Context: an optimization exercise on an open-source flow, tuned for small area. The choices shown serve that exercise and are no tape-out recipe. The RTL was checked by simulation tests, not by an equivalence proof against the original design. No activity file was given, so power comes from the tool's default toggle rates.

Design i2c_top, start of the top module:
module i2c_top(
input clk, rst, newd, op, stretch,
input [6:0] addr,
input [7:0] din,
output [7:0] dout,
output busy,ack_err,
output done,
output sda, scl
);
==> flow/config.mk <==
export PLATFORM = sky130hd
export DESIGN_NAME = i2c_top
export DESIGN_NICKNAME = i2c_top
export VERILOG_FILES = /design/flow/design.v
export SDC_FILE = /design/flow/constraint.sdc
export NUM_CORES = 4
export LEC_CHECK = 0
export ABC_AREA = 1
export CAP_MARGIN = 20
export CORE_MARGIN = 2
export CORE_UTILIZATION = 40
export SLEW_MARGIN = 20
==> flow/constraint.sdc <==
create_clock -name core_clock -period 10.0 [get_ports {clk}]
set_input_delay 2.0000 -clock core_clock [delete_from_list [all_inputs] [get_ports {clk}]]
set_output_delay 2.0000 -clock core_clock [all_outputs]
set_load 0.01 [all_outputs]
standard.sh (not shown) runs the stock make flow with config.mk's settings and CLKGATE_MAP_FILE= SYNTH_SCRIPT=/design/flow/synth_recipe.tcl, a recipe that flattens the netlist after the stock synthesis.
==> flow/flow/run.sh <==
#!/bin/bash
# The standard ORFS layout with three changes:
#  - synthesis maps logic with an area-oriented ABC script (flow/area.abc);
#  - a lighter clock tree: small buffers, no dummy loads;
#  - the smallest buffer on the ports.
set -uo pipefail
HERE=$(pwd)
export AREA_ABC_SCRIPT=$HERE/flow/area.abc
export CTS_ARGS="-sink_clustering_enable -repair_clock_nets -dont_use_dummy_load -buf_list sky130_fd_sc_hd__clkbuf_4 -sink_clustering_size 12 -sink_clustering_max_diameter 40"
export BUFFER_PORTS_ARGS="-buffer_cell sky130_fd_sc_hd__buf_1"
cat flow/synth_abc.tcl synth_recipe.tcl > area_synth.tcl
sed "s#SYNTH_SCRIPT=[^ ]*#SYNTH_SCRIPT=$HERE/area_synth.tcl#" standard.sh > area_standard.sh
bash area_standard.sh > standard.log 2>&1
==> flow/flow/area.abc <==
strash
&get -n
&deepsyn -T 60
&put
dch -f
amap
topo
==> flow/flow/synth_abc.tcl <==
# Run ORFS's abc step with an area-oriented script (flow/area.abc) in place
# of ORFS's own; everything else in the standard flow's synthesis stays as it is.
proc abc {args} {
  set i [lsearch -exact $args -script]
  if { $i >= 0 } { set args [lreplace $args $i [expr {$i + 1}] -script $::env(AREA_ABC_SCRIPT)] }
  yosys abc {*}$args
}
==> next run, changes <==
--- a/flow/flow/run.sh
+++ b/flow/flow/run.sh
@@ -8,3 +8,3 @@
 export AREA_ABC_SCRIPT=$HERE/flow/area.abc
-export CTS_ARGS="-sink_clustering_enable -repair_clock_nets -dont_use_dummy_load -buf_list sky130_fd_sc_hd__clkbuf_4 -sink_clustering_size 12 -sink_clustering_max_diameter 40"
+export CTS_ARGS="-sink_clustering_enable -repair_clock_nets -dont_use_dummy_load -buf_list sky130_fd_sc_hd__clkbuf_4 -sink_clustering_size 12 -sink_clustering_max_diameter 40 -sink_clustering_levels 2"
 export BUFFER_PORTS_ARGS="-buffer_cell sky130_fd_sc_hd__buf_1"
After rerunning: Wire length came out higher by 2.9%; setup slack improved by 430 ps; final cell count is about the same; cell area hardly moves; global-route usage increases by 0.34 points.
==> next run, changes <==
--- a/flow/flow/run.sh
+++ b/flow/flow/run.sh
@@ -8,3 +8,3 @@
 export AREA_ABC_SCRIPT=$HERE/flow/area.abc
-export CTS_ARGS="-sink_clustering_enable -repair_clock_nets -dont_use_dummy_load -buf_list sky130_fd_sc_hd__clkbuf_4 -sink_clustering_size 12 -sink_clustering_max_diameter 40 -sink_clustering_levels 2"
+export CTS_ARGS="-sink_clustering_enable -repair_clock_nets -dont_use_dummy_load -buf_list sky130_fd_sc_hd__clkbuf_4 -sink_clustering_size 12 -sink_clustering_max_diameter 40"
 export BUFFER_PORTS_ARGS="-buffer_cell sky130_fd_sc_hd__buf_1"
--- a/flow/config.mk
+++ b/flow/config.mk
@@ -11,2 +11,3 @@
 export CORE_UTILIZATION = 40
+export PLACE_DENSITY = 0.95
 export SLEW_MARGIN = 20
The changed run completed without violations.
Synthesized area stays flat.
Total power shrinks by 0.44%.
Routed wire length goes up by 15%.
Die area barely changes.
==> next run, changes <==
--- a/flow/config.mk
+++ b/flow/config.mk
@@ -10,4 +10,4 @@
 export CORE_MARGIN = 2
-export CORE_UTILIZATION = 40
-export PLACE_DENSITY = 0.95
+export CORE_UTILIZATION = 50
+export PLACE_DENSITY = 0.7
 export SLEW_MARGIN = 20
What happened: Sequential power stays flat; wire length falls by 16%; power is about the same.
==> next run, changes <==
--- a/flow/flow/run.sh
+++ b/flow/flow/run.sh
@@ -8,3 +8,3 @@
 export AREA_ABC_SCRIPT=$HERE/flow/area.abc
-export CTS_ARGS="-sink_clustering_enable -repair_clock_nets -dont_use_dummy_load -buf_list sky130_fd_sc_hd__clkbuf_4 -sink_clustering_size 12 -sink_clustering_max_diameter 40"
+export CTS_ARGS="-sink_clustering_enable -repair_clock_nets -dont_use_dummy_load -buf_list sky130_fd_sc_hd__clkbuf_4 -sink_clustering_size 12 -sink_clustering_max_diameter 40 -balance_levels"
 export BUFFER_PORTS_ARGS="-buffer_cell sky130_fd_sc_hd__buf_1"
--- a/flow/config.mk
+++ b/flow/config.mk
@@ -10,4 +10,3 @@
 export CORE_MARGIN = 2
-export CORE_UTILIZATION = 50
-export PLACE_DENSITY = 0.7
+export CORE_UTILIZATION = 40
 export SLEW_MARGIN = 20
Clock-buffer cell count is higher by 3.
Wire length climbs by 3.8%.
Total power went up by 0.48%.
Worst setup slack is better by 150 ps.
Final area goes up by 0.88%.
First-iteration DRC count goes down by 20%.
Die area climbs by 25%.
Global-route usage falls by 2.0 points.
Non-clock buffer count came out lower by 2.
Register-to-register slack is worse by 430 ps.
Synthesized cell count does not change.
==> next run, changes <==
--- a/flow/flow/run.sh
+++ b/flow/flow/run.sh
@@ -8,3 +8,3 @@
 export AREA_ABC_SCRIPT=$HERE/flow/area.abc
-export CTS_ARGS="-sink_clustering_enable -repair_clock_nets -dont_use_dummy_load -buf_list sky130_fd_sc_hd__clkbuf_4 -sink_clustering_size 12 -sink_clustering_max_diameter 40 -balance_levels"
+export CTS_ARGS="-sink_clustering_enable -repair_clock_nets -dont_use_dummy_load -buf_list sky130_fd_sc_hd__clkbuf_4 -sink_clustering_size 12 -sink_clustering_max_diameter 40"
 export BUFFER_PORTS_ARGS="-buffer_cell sky130_fd_sc_hd__buf_1"
--- a/flow/config.mk
+++ b/flow/config.mk
@@ -11,2 +11,4 @@
 export CORE_UTILIZATION = 40
+export GPL_ROUTABILITY_DRIVEN = 0
+export GPL_TIMING_DRIVEN = 0
 export SLEW_MARGIN = 20
Area after synthesis is unchanged.
Total power hardly moves.
Routed wire length decreases by a few percent.
Fmax decreases slightly.
Setup slack degrades by 29 ps.
Core utilization hardly moves.
Clock power stays flat.
Sequential share of layout area increases by 0.11 points.
Global-route usage decreases by 0.69 points.

-- what the ideal ports hide --
In the flow no input, the clock included, has a driving cell. The finished layouts below were timed again as built, in two steps.
Step 1 sets driving cells, clkbuf_16 on the clock port and buf_2 on the other inputs (assumed; they add their load-dependent delay and slew).
Step 2 times the ports against the registers' clock, not the clock port: input delays grow and output delays shrink by t, the midpoint of the rising clock arrivals with the driver on.
Three values: ideal, step 1, step 2; two values: the first two.
run | t (ns) | setup slack, ns | worst hold slack (ns) | worst register clock-pin slew, ns | cell pins on the clock port's net
the first run | 0.834 | 5.395 / 5.351 / 6.184 | 0.251 / 0.251 / 0.251 | 0.12 / 0.12 | 1
the second run | 0.850 | 5.824 / 5.777 / 6.626 | 0.263 / 0.263 / 0.263 | 0.11 / 0.11 | 1
the third run | 0.831 | 5.209 / 5.168 / 5.999 | 0.202 / 0.202 / 0.202 | 0.12 / 0.12 | 1
the fourth run | 0.827 | 5.675 / 5.625 / 6.041 | 0.254 / 0.254 / 0.254 | 0.12 / 0.12 | 1
the fifth run | 0.850 | 5.824 / 5.777 / 6.626 | 0.263 / 0.263 / 0.263 | 0.11 / 0.11 | 1
the sixth run | 0.859 | 5.795 / 5.746 / 6.352 | 0.255 / 0.255 / 0.255 | 0.12 / 0.12 | 1
After both steps every run listed still meets setup and hold.
